This design comes from an exercise in tuning for small area on the open sky130 flow, not from production work.
Function was checked by simulation only, so behaviour that the tests miss may differ from the original.
Power figures rest on the tool's default switching activity, not on a simulated workload.

==> flow/design.v, too long to show whole: its modules and the start of the top module <==
// module small_fifo: 51 lines
// module fallthrough_small_fifo: 52 lines
// module action_processor: 2066 lines
module action_processor
#(
   parameter C_AXIS_DATA_WIDTH = 64,
   parameter C_AXIS_TUSER_WIDTH=128,
   parameter C_AXIS_LEN_DATA_WIDTH=16,
   parameter C_AXIS_SPT_DATA_WIDTH=8,
   parameter C_AXIS_DPT_DATA_WIDTH=8,
   parameter OPENFLOW_ACTION_SIZE = 320
)
(
   input asclk,
   input aresetn,
   input [C_AXIS_DATA_WIDTH-1:0] s_axis_tdata,
   input [(C_AXIS_DATA_WIDTH/8)-1:0] s_axis_tstrb,
   input [C_AXIS_TUSER_WIDTH-1:0] s_axis_tuser,
   input  s_axis_tvalid,
   input  s_axis_tlast,
   output s_axis_tready,
   input [OPENFLOW_ACTION_SIZE -1: 0] lu_action,
   input lu_req,
   input lu_done,
   output [C_AXIS_DATA_WIDTH-1:0] m_axis_tdata,
   output [(C_AXIS_DATA_WIDTH/8)-1:0] m_axis_tstrb,
   output [C_AXIS_TUSER_WIDTH-1:0] m_axis_tuser,
   output m_axis_tvalid,
   output reg  m_axis_tlast,
   input  m_axis_tready,
   output reg [31:0] num_pkts_processed
);
  // ...
==> flow/flow/run.sh <==
#!/bin/bash
# The standard layout (standard.sh, unchanged synthesis) with two changes:
# ports are buffered with the smallest buffer, and clock tree synthesis adds
# no dummy loads. Each tool's output is in the ORFS logs under orfs/logs.
set -euo pipefail
export BUFFER_PORTS_ARGS="-buffer_cell sky130_fd_sc_hd__buf_1"
export CTS_ARGS="-sink_clustering_enable -repair_clock_nets -dont_use_dummy_load -buf_list {sky130_fd_sc_hd__clkbuf_4 sky130_fd_sc_hd__clkbuf_8}"
bash standard.sh > standard_flow.log 2>&1
==> flow/standard.sh <==
#!/bin/bash
# synth_recipe.tcl (not shown) runs the flow's synth.tcl, then flattens the netlist and writes it again
# the make line also repeats each setting of config.mk as NAME=value (left out here)
make -C /OpenROAD-flow-scripts/flow DESIGN_CONFIG=/design/flow/config.mk WORK_HOME=/design/flow/orfs CLKGATE_MAP_FILE= SYNTH_SCRIPT=/design/flow/synth_recipe.tcl "${@:-finish}"
==> flow/config.mk <==
export PLATFORM = sky130hd
export DESIGN_NAME = action_processor
export DESIGN_NICKNAME = action_processor
export VERILOG_FILES = /design/flow/design.v
export SDC_FILE = /design/flow/constraint.sdc
export NUM_CORES = 4
export LEC_CHECK = 0
export CAP_MARGIN = 20
export CORE_MARGIN = 2
export CORE_UTILIZATION = 30
export PLACE_DENSITY = 0.5
export SLEW_MARGIN = 20
==> flow/constraint.sdc <==
create_clock -name core_clock -period 10.0 [get_ports {asclk}]
set_input_delay 2.0000 -clock core_clock [delete_from_list [all_inputs] [get_ports {asclk}]]
set_output_delay 2.0000 -clock core_clock [all_outputs]
set_load 0.01 [all_outputs]
==> notes.md, run 1 <==
The flow ran to the end and the layout has no timing, DRC or antenna violations. Once detailed placement completed, the half-perimeter wirelength came to 447000 um. The total routed wire length on the met1 layer is 256000 um. Global routing used 39.2% of the available met2 tracks.

Timing would allow up to 115 MHz. The number of flip-flops and latches in the synthesized netlist was 2766; the reported max-cap violation count was 0. The average via count per standard cell is 5.85. The clock network accounts for 37.6% of the total power. For this configuration, the core starts out at a cell density of 30.1%.

The synthesized netlist devotes 15.3% of its cell area to simple gates. Setup violations remaining at the end of the flow were counted as 0. The tools report the register-to-register setup slack as 1.28 ns. The signal on the critical path passes through or4_1, nor2_1, nand3_1, nand2_1, nor2_1, buf_4, nor2_4, buf_12, nor2_1, a21oi_1, ha_1, a211oi_1, o21ai_0, nand3_1, nand2_1, o21ai_0, o21ai_0, a221oi_1, nand4b_1, or4b_1, a21oi_1. In this run the worst setup path begins at nw_state[8]. For the worst setup path, the data arrival time is 9.80 ns. The switching power is 6.18 mW, and the met3 layer wire length in the routed design is 67200 um. Sorting the synthesized cells by how often they occur yields nand2_1 (1717), edfxtp_1 (1431), dfxtp_1 (1335). The die area was 467000 um2; the clock latency on the worst-skew pair was 1.27 ns. The main combinational cell family by area after synthesis is compound AO/OA/AOI/OAI gates. Headroom to the max-slew limit came out at 10.3%.

The completed layout was analyzed and its total power is 23.2 mW. The die is 683 um wide. TritonCTS built the clock tree. After synthesis, the largest area contributor takes up 31.1% of total cell area.

In this run the count of I/O pins placed on the die edge is 762. The combined area of all synthesized cells was 138000 um2; the clock period minus final worst setup slack was 8.72 ns. The design has 2766 sequential cells.
==> run 2, diff against run 1 <==
==> flow/run.sh (new file) <==
#!/bin/bash
# synth_recipe.tcl (not shown) runs the flow's synth.tcl, then flattens the netlist and writes it again
# the make line also repeats each setting of config.mk as NAME=value (left out here)
make -C /OpenROAD-flow-scripts/flow DESIGN_CONFIG=/design/flow/config.mk WORK_HOME=/design/flow/orfs CLKGATE_MAP_FILE= SYNTH_SCRIPT=/design/flow/synth_recipe.tcl finish
removed: flow/flow/run.sh
removed: flow/standard.sh
==> notes.md, run 2 <==
The run finished with no timing, DRC or antenna violations. The clock period minus final worst setup slack is 8.34 ns (-0.382 ns), and the sequential cell area in the final layout is 69700 um2. The number of failing hold endpoints at the final stage came out at 0. The combined area of all synthesized cells is 138000 um2 (unchanged). The run gives 467000 um2 (unchanged) as the die area. Relative to the synthesized area, the layout overhead comes to 18.0%. The combined global-route utilization of all metal layers was 26.5%. The clock passes through at most 4 buffers. The kind of end point of the critical path is a flip-flop. The average wire length per cell after detail routing is 31.2 um. Clock-pin slew was measured on the worst setup and hold paths at 0.06 ns. The tools report the maximum resistive drop on vdd as 131 uV.

Power spread over the standard cell area amounts to 165 nW/um2. Along the worst path, the maximum fanout reaches 6. Synthesis produced a netlist whose cell count is 14000. For this run, the register share of the synthesized area comes to 50.4%.

The share of flip-flops with an asynchronous set or reset is 0%, and the share of post-route cells with drive strength above 1 is 9.57%. The mean instance size in the synthesized netlist came out at 9.92 um2. Clock tree synthesis selected as its root buffer the cell clkbuf_16. Sorting the synthesized cells by how often they occur yields nand2_1 (1717), edfxtp_1 (1431), dfxtp_1 (1335). For the via count of the first global-routing pass, the log shows 111000. For the clock latency on the worst-skew pair, the log shows 1.04 ns (-0.23 ns).

The tools report the maximum frequency from static timing analysis as 120 MHz (+4.6%). The final wirelength came out at 649000 um. The H-tree was split into 5 levels. The number of nets in the synthesized netlist is 14800. Entering global routing, the biggest net connects 212 pins.

Summed over all failing endpoints, the final setup total negative slack is 0 ns. The final route contains 120000 vias. The logs give 0 for the cts-stage hold buffer count and 46400 for the number of fill cells in the layout. The critical path is of the flip-flop to flip-flop type. The number of flip-flops and latches in the synthesized netlist is 2766 (unchanged). Routability-driven placement finished with a final weighted congestion of 0.987. The tools report the initial antenna violation count as 83.

In the layout the commonest cells are nand2_1 (1710), edfxtp_1 (1431), dfxtp_1 (1325). The detail route stage leaves a number of antenna-violating nets equal to 0. The setup violation total in the final timing report is 0 (unchanged). The total iterations of the first detailed-routing run was 8; the number of buffers created by CTS was 327.

The register with the most flip-flops in the layout has 1088 of them. The biggest area contributor in the post-synthesis netlist is edfxtp_1. Die extent in x: 683 um (unchanged). Number of placed I/O pins: 762 (unchanged).

Measured along the y axis, the die boundary spans 683 um. The logs give 64400 um2 for the area occupied by multi-input gates and 15200 for the number of nets in the finished design. For the pin with the worst max-slew slack, the measured transition is 1.25 ns. The run gives 117 as the number of distinct library cells after synthesis.

Sorting the synthesized cells by area gives the leading types as edfxtp_1 (31%), dfxtp_1 (19%), nand2_1 (4.7%). Setup repair after global routing left no endpoint under its margin. The library cell used most frequently in the layout, excluding fill and tap cells, is nand2_1. The count of warnings emitted by yosys is 2. The run gives 26.9 mW (+16%) as the total power consumption of the routed design. The half-perimeter wire length of the detailed placement result is 443000 um (-0.86%), and the first-pass GRT wire length is 888000 um. Final cycle utilization of the critical path: 83.4%. After clock tree synthesis, the setup repair step added 0 buffers.

The first routing iteration left 15700 violations. The total area inside the core boundary comes to 460000 um2. Predominant post-synthesis flop cell: edfxtp_1.

STA puts the critical path data required time at 10.79 ns. The worst hold path belongs to the class flip-flop to flip-flop. Post-CTS repair changed the size of 0 cells. For this run the aggregate overflow at the end of global routing stands at 0.

The fraction of post-synthesis cell area in the top cell type by area was 31.1% (unchanged); the clock sink count was 2766. The final worst clock skew was 0.108 ns. Most frequent cell after synthesis: nand2_1.

The initialized floorplan defines 249 standard-cell rows. The count of flip-flops with a built-in enable after synthesis is 1431. The number of max-slew violations in the final report was 0; the data arrival time at the worst-slack endpoint was 9.13 ns (-0.67 ns). Reported max-cap violation count: 0 (unchanged). TritonCTS built the clock tree. In this run the static leakage power is 56.9 nW. Average via count per standard cell: 5.80 (-0.82%).

The register-to-register setup slack was 1.66 ns (+0.38 ns). STA classifies the critical path startpoint as a flip-flop. The total DRC errors in the routed layout was 0.

The worst relative slew slack came out at 16.4% (+6.1 points). The count of buffers inserted at the top-level ports was 668; the initial core utilization was 30.1% (unchanged).
## run 2: layer usage
| layer | wire, um | up-vias | track usage, % |
|---|---|---|---|
| li1 | - | 52900 | - |
| met1 | 260000 | 59500 | 34.8 |
| met2 | 277000 | 6544 | 39.8 |
| met3 | 68400 | 1396 | 6.50 |
| met4 | 42300 | 32 | 14.5 |
| met5 | 199 | - | 0 |
## run 2: cell families after synthesis
family	share of synthesized area, %
xor gates and xnor gates	2.49
and+or+nand+nor	15.3
buffers and inverters	3.57
AOI/OAI and AO/OA	19.1
adders and majority gates	2.94
other	0.00271
muxes	6.31
DFF	50.4
## run 2: power breakdown
group | internal [mW] | switching, mW | total (mW)
combinational | 0.845 | 1.48 | 2.32
clock | 7.09 | 5.20 | 12.3
sequential | 12.1 | 0.218 | 12.3
## run 2: per-stage QoR
stage / setup slack (ns) / instances / util, % / hold WS, ns / area (um2)
floorplan: 1.24 / 14000 / - / 0.412 / 138000
global placement: 1.96 / 20100 / 33.1 / 0.413 / 152000
detailed placement: 1.95 / 20100 / 33.2 / 0.417 / 152000
CTS: 1.90 / 20700 / 35.5 / 0.404 / 163000
global route: 1.30 / 20700 / 35.5 / 0.401 / 163000
finish: 1.66 / 20800 / 35.5 / 0.421 / 163000
## run 2: cell type report
type,count,share of cell area (%)
multi-input combinational,9942,39.5
clock inverter,148,1.03
clock buffer,442,5.57
antenna,38,0.0582
tap,6149,4.71
timing repair buffer,1012,5.84
inverter,270,0.628
sequential,2766,42.7
## run 2: worst paths after layout
check             depth (start not counted)               start             endpoint
setup / recovery                         24     dl_out_data[24]  tp_src_diff_2nd[15]
hold / removal                            1  nw_out_strb_2nd[1]       nw_out_strb[1]
setup reg to reg                         24     dl_out_data[24]  tp_src_diff_2nd[15]
hold reg to reg                           1  nw_out_strb_2nd[1]       nw_out_strb[1]
## run 2: critical path: stages (launching register included)
cell	delay, ns
dfxtp_1	0.29
buf_4	0.18
or4_1	0.81
or4_1	0.86
nor2_1	0.43
nand3_1	0.15
nor2_1	0.43
a221oi_1	0.15
a21oi_1	0.17
o32a_1	0.22
ha_1	0.32
o21a_1	0.23
a2111oi_2	0.76
nor2_1	0.12
o22a_1	0.25
fa_1	0.75
nand3_1	0.11
a21o_1	0.20
o2111ai_1	0.10
o22ai_1	0.14
nor3b_2	0.39
nand4_1	0.21
nor4_1	0.56
and4_1	0.27
nor3_1	0.05

separate check: timing with driven ports:
Ports are ideal in the flow. The routed layouts listed here were re-timed in OpenROAD.
Step 1 sets driving cells, clkbuf_16 on the clock port and buf_2 on the other inputs (assumed; they add their load-dependent delay and slew).
Step 2 also shifts input and output timing later by t, the mid clock arrival at the registers, as if the neighbouring blocks saw the same clock.
a / b / c = no drivers / after step 1 / after step 2; a / b = the first two.
run | t (ns) | slack for setup (ns) | worst setup path at the end
run 1 | 1.302 | 1.282 / 1.282 / 1.282 | register to register
run 2 | 1.097 | 1.664 / 1.664 / 1.664 | register to register
After both steps every run listed still meets setup and hold.
